Background: an optimization exercise with open tools, aiming at small area, a short achievable clock period and few clock cycles. Do not read the settings as production practice.
Function was checked by simulation only, so behaviour that the tests miss may differ from the original.

== run 1 ==
// Pipelined_CPU
module Pipelined_CPU(
  input         clk,
  input         rst_n,
  output [6:0]  imem_addr,
  input  [31:0] imem_data,
  output [6:0]  dmem_addr,
  output [31:0] dmem_wdata,
  output        dmem_we,
  input  [31:0] dmem_rdata
);
  reg  [6:0]  FA;           
  reg  [6:0]  IA;           
  reg  [6:0]  IA1;          
  reg         BH;           
  reg         AV;           
  reg  [31:0] IR;           
  reg  [6:0]  XP1;          
  reg         XV;           
  reg  [6:0]  EPC;          
  reg  [31:0] SA, SB;       
  reg         BMA, BWA, LDA, BMB, BWB, LDB;
  reg  [6:0]  DA;           
  reg  [6:0]  FAO;          
  reg  [31:0] M_res;        
  reg  [31:0] M_wd;         
  reg  [4:0]  M_dst;
  reg         M_wr, M_ld, M_st;
  reg  [31:0] W_res;
  reg  [4:0]  W_dst;
  reg         W_wr, W_ld;
  reg  [31:0] rf [0:31];
  reg  [31:0] rv;           
  assign imem_addr  = FAO;
  assign dmem_addr  = DA;
  assign dmem_wdata = M_wd;
  assign dmem_we    = M_st;
  localparam C_SUB = 0, C_RT = 1, C_AND = 2, C_OR = 3, C_XOR = 4, C_NOR = 5,
             C_SLT = 6, C_STU = 7, C_SH = 8, C_LUI = 9, C_SUM = 10, C_SLL = 11,
             C_SRA = 12, C_UA = 13, C_UB = 14, NCTL = 15;
  function [NCTL-1:0] decode(input [31:0] w);
    reg [5:0] o, f;
    reg rt0, fadd, fsub, fand, f_or, fxor, fnor, fsll, fsrl, fsra, fslt, fstu, fjr, ralu;
    reg iadd, islt, istu, iand, i_or, ixor, ilui, ilw, isw, ialu, ibr2, ibr1;
    begin
      o = w[31:26];
      f = w[5:0];
      rt0  = (o == 6'h00);
      fadd = rt0 & (f[5:1] == 5'b10000);
      fsub = rt0 & (f[5:1] == 5'b10001);
      fand = rt0 & (f == 6'h24);
      f_or = rt0 & (f == 6'h25);
      fxor = rt0 & (f == 6'h26);
      fnor = rt0 & (f == 6'h27);
      fsll = rt0 & (f == 6'h04);
  ...
Size in the first run: roughly 5000 cells after synthesis, about 110 I/O pins, ~64000 sq um of cells after synthesis.
export LEC_CHECK = 0
export CAP_MARGIN = 20
export CORE_MARGIN = 2
export CORE_UTILIZATION = 55
export CTS_CLUSTER_DIAMETER = 120
export CTS_CLUSTER_SIZE = 20
export SETUP_SLACK_MARGIN = 1.0
export SLEW_MARGIN = 20
export SYNTH_HIERARCHICAL = 1
create_clock -name core_clock -period 22.0 [get_ports {clk}]
standard.sh (not shown) runs the stock make flow with config.mk's settings and CLKGATE_MAP_FILE= SYNTH_SCRIPT=/design/flow/synth_recipe.tcl, a recipe that flattens the netlist after the stock synthesis.
==> flow/flow/run.sh <==
#!/bin/bash
# Layout flow for this design: the standard ORFS flow (standard.sh, with
# the standard synthesis and the design's constraint.sdc unchanged), with
#  - the setup repair steps (floorplan, CTS, global route) asked for a larger
#    setup margin, so that they size and buffer the logic for speed instead of
#    stopping as soon as the 22 ns constraint is met;
set -euo pipefail
bash standard.sh \
  SETUP_SLACK_MARGIN=16.9 \
  "BUFFER_PORTS_ARGS=-buffer_cell sky130_fd_sc_hd__buf_4" \
  finish > flow.log 2>&1
Run 1 reached the final stage; the timing, DRC and antenna checks on its layout passed.
Testbench counts of run 1, summed over its fixed seeds: cycles 45,979.
Input-level comparison between run 2 and run 1:
-- flow/config.mk --
<<< run 1, line 9
export CORE_MARGIN = 2
export CORE_UTILIZATION = 55
export CTS_CLUSTER_DIAMETER = 120
>>> run 2, line 9
export CORE_MARGIN = 2
export CORE_UTILIZATION = 65
export CTS_CLUSTER_DIAMETER = 120
[summary]
On final design utilization: run 2 sits above run 1.
Run 2 vs. run 1: final antenna diode count now sits lower, fraction of area in registers fell by 0.16 points, cell area held steady.
Clock-cell share of area of run 1 is on par with run 2.
The inputs of run 3 differ from those of run 2 as listed below.
==> flow/run.sh (new file) <==
#!/bin/bash
# synth_recipe.tcl (not shown) runs the flow's synth.tcl, then flattens the netlist and writes it again
# the make line also repeats each setting of config.mk as NAME=value (left out here)
make -C /OpenROAD-flow-scripts/flow DESIGN_CONFIG=/design/flow/config.mk WORK_HOME=/design/flow/orfs CLKGATE_MAP_FILE= SYNTH_SCRIPT=/design/flow/synth_recipe.tcl finish
-- flow/config.mk --
<<< run 2, line 9
export CORE_MARGIN = 2
export CORE_UTILIZATION = 65
export CTS_CLUSTER_DIAMETER = 120
>>> run 3, line 9
export CORE_MARGIN = 2
export CORE_UTILIZATION = 55
export CTS_CLUSTER_DIAMETER = 120
<<< run 2, line 14
export SLEW_MARGIN = 20
export SYNTH_HIERARCHICAL = 1
>>> run 3, line 14
export SLEW_MARGIN = 20
removed: flow/flow/run.sh
removed: flow/standard.sh
==> run notes <==
Routed wire length: lower on run 2
~same post-placement cell area in run 2 and run 3
Startpoint of the worst setup timing path: M_wd[4]$_DFF_P_ -> run 2, SB[5]$_DFF_P_ -> run 3
Highest clock frequency the design can meet: run 3 lower than run 2
Looking at starting utilization of the core area, run 3 sits 10 points below run 2.
Changes observed in run 3 relative to run 2: area of all placed cells without fillers moved down; global-route usage over all layers went down 4.9 points; non-clock buffer count dropped about 22%; worst hold slack after final layout saw a decrease.
In the flow results for run 2 and run 3, the number of logic stages on the critical path including buffering is larger on run 3.
Inputs modified between run 3 and run 4:
==> flow/flow/run.sh (new file) <==
#!/bin/bash
# Layout flow for this design: the standard ORFS flow (standard.sh, with
# the standard synthesis and the design's constraint.sdc unchanged), with
#  - the setup repair steps (floorplan, CTS, global route) asked for a larger
#    setup margin, so that they size and buffer the logic for speed instead of
#    stopping as soon as the 22 ns constraint is met;
set -euo pipefail
bash standard.sh \
  SETUP_SLACK_MARGIN=16.6 \
  "BUFFER_PORTS_ARGS=-buffer_cell sky130_fd_sc_hd__buf_4" \
  finish > flow.log 2>&1
==> flow/standard.sh (new file) <==
#!/bin/bash
# synth_recipe.tcl (not shown) runs the flow's synth.tcl, then flattens the netlist and writes it again
# the make line also repeats each setting of config.mk as NAME=value (left out here)
make -C /OpenROAD-flow-scripts/flow DESIGN_CONFIG=/design/flow/config.mk WORK_HOME=/design/flow/orfs CLKGATE_MAP_FILE= SYNTH_SCRIPT=/design/flow/synth_recipe.tcl "${@:-finish}"
-- flow/config.mk --
<<< run 3, line 14
export SLEW_MARGIN = 20
>>> run 4, line 14
export SLEW_MARGIN = 20
export SYNTH_HIERARCHICAL = 1
removed: flow/run.sh
==> comparison <==
- Run 4 vs. run 3: share of the final layout cell area in multi-input gates rose by 1.0 points, overall track demand over capacity in global routing fell by 1.3 points, core utilization fell by 0.19 points, share of layout cells above drive strength 1 rose by 5.3 points.
Inputs modified between run 4 and run 5:
-- flow/flow/run.sh --
<<< run 4, line 8
bash standard.sh \
  SETUP_SLACK_MARGIN=16.6 \
  "BUFFER_PORTS_ARGS=-buffer_cell sky130_fd_sc_hd__buf_4" \
>>> run 5, line 8
bash standard.sh \
  SETUP_SLACK_MARGIN=17.2 \
  "BUFFER_PORTS_ARGS=-buffer_cell sky130_fd_sc_hd__buf_4" \
-- flow/config.mk --
<<< run 4, line 15
export SYNTH_HIERARCHICAL = 1
>>> run 5, line 15
export SYNTH_HIERARCHICAL = 1
export TNS_END_PERCENT = 10
==> run notes <==
- Run 5 against run 4: worst-case setup slack after placement up 7.3 ps, depth of the worst register-to-register path up 2, wire length on met3 went down, design area moved up.
- Compared with run 4, run 5 shows critical path depth lower by 17.
- The final reports for run 5 and run 4 show proportion of cell area occupied by registers lower in the former.

## static timing again, ports no longer ideal
No port has a modelled driver above. Below, the same layouts with a new extraction and two added sets of constraints. Step 1 sets driving cells, clkbuf_16 on the clock port and buf_2 on the other inputs (assumed; they add their load-dependent delay and slew). Step 2 also shifts input and output timing later by t, the mid clock arrival at the registers, as if the neighbouring blocks saw the same clock. Three values: no drivers, after step 1, after step 2; two values: the first two.
run | t (ns) | slack for setup (ns) | worst setup path at the end
run 1 | 0.790 | 16.402 / 16.326 / 15.784 | input to register
run 2 | 0.791 | 16.425 / 16.352 / 15.719 | input to register
run 3 | 0.806 | 15.028 / 15.028 / 14.698 | input to register
run 4 | 0.785 | 16.260 / 16.260 / 15.779 | input to register
run 5 | 0.786 | 16.420 / 16.348 / 15.789 | input to register
After both steps setup and hold are still met in every run listed. For run 2, which loses most, drivers alone change the setup slack by -0.073 ns; drivers and shift together by -0.706 ns.
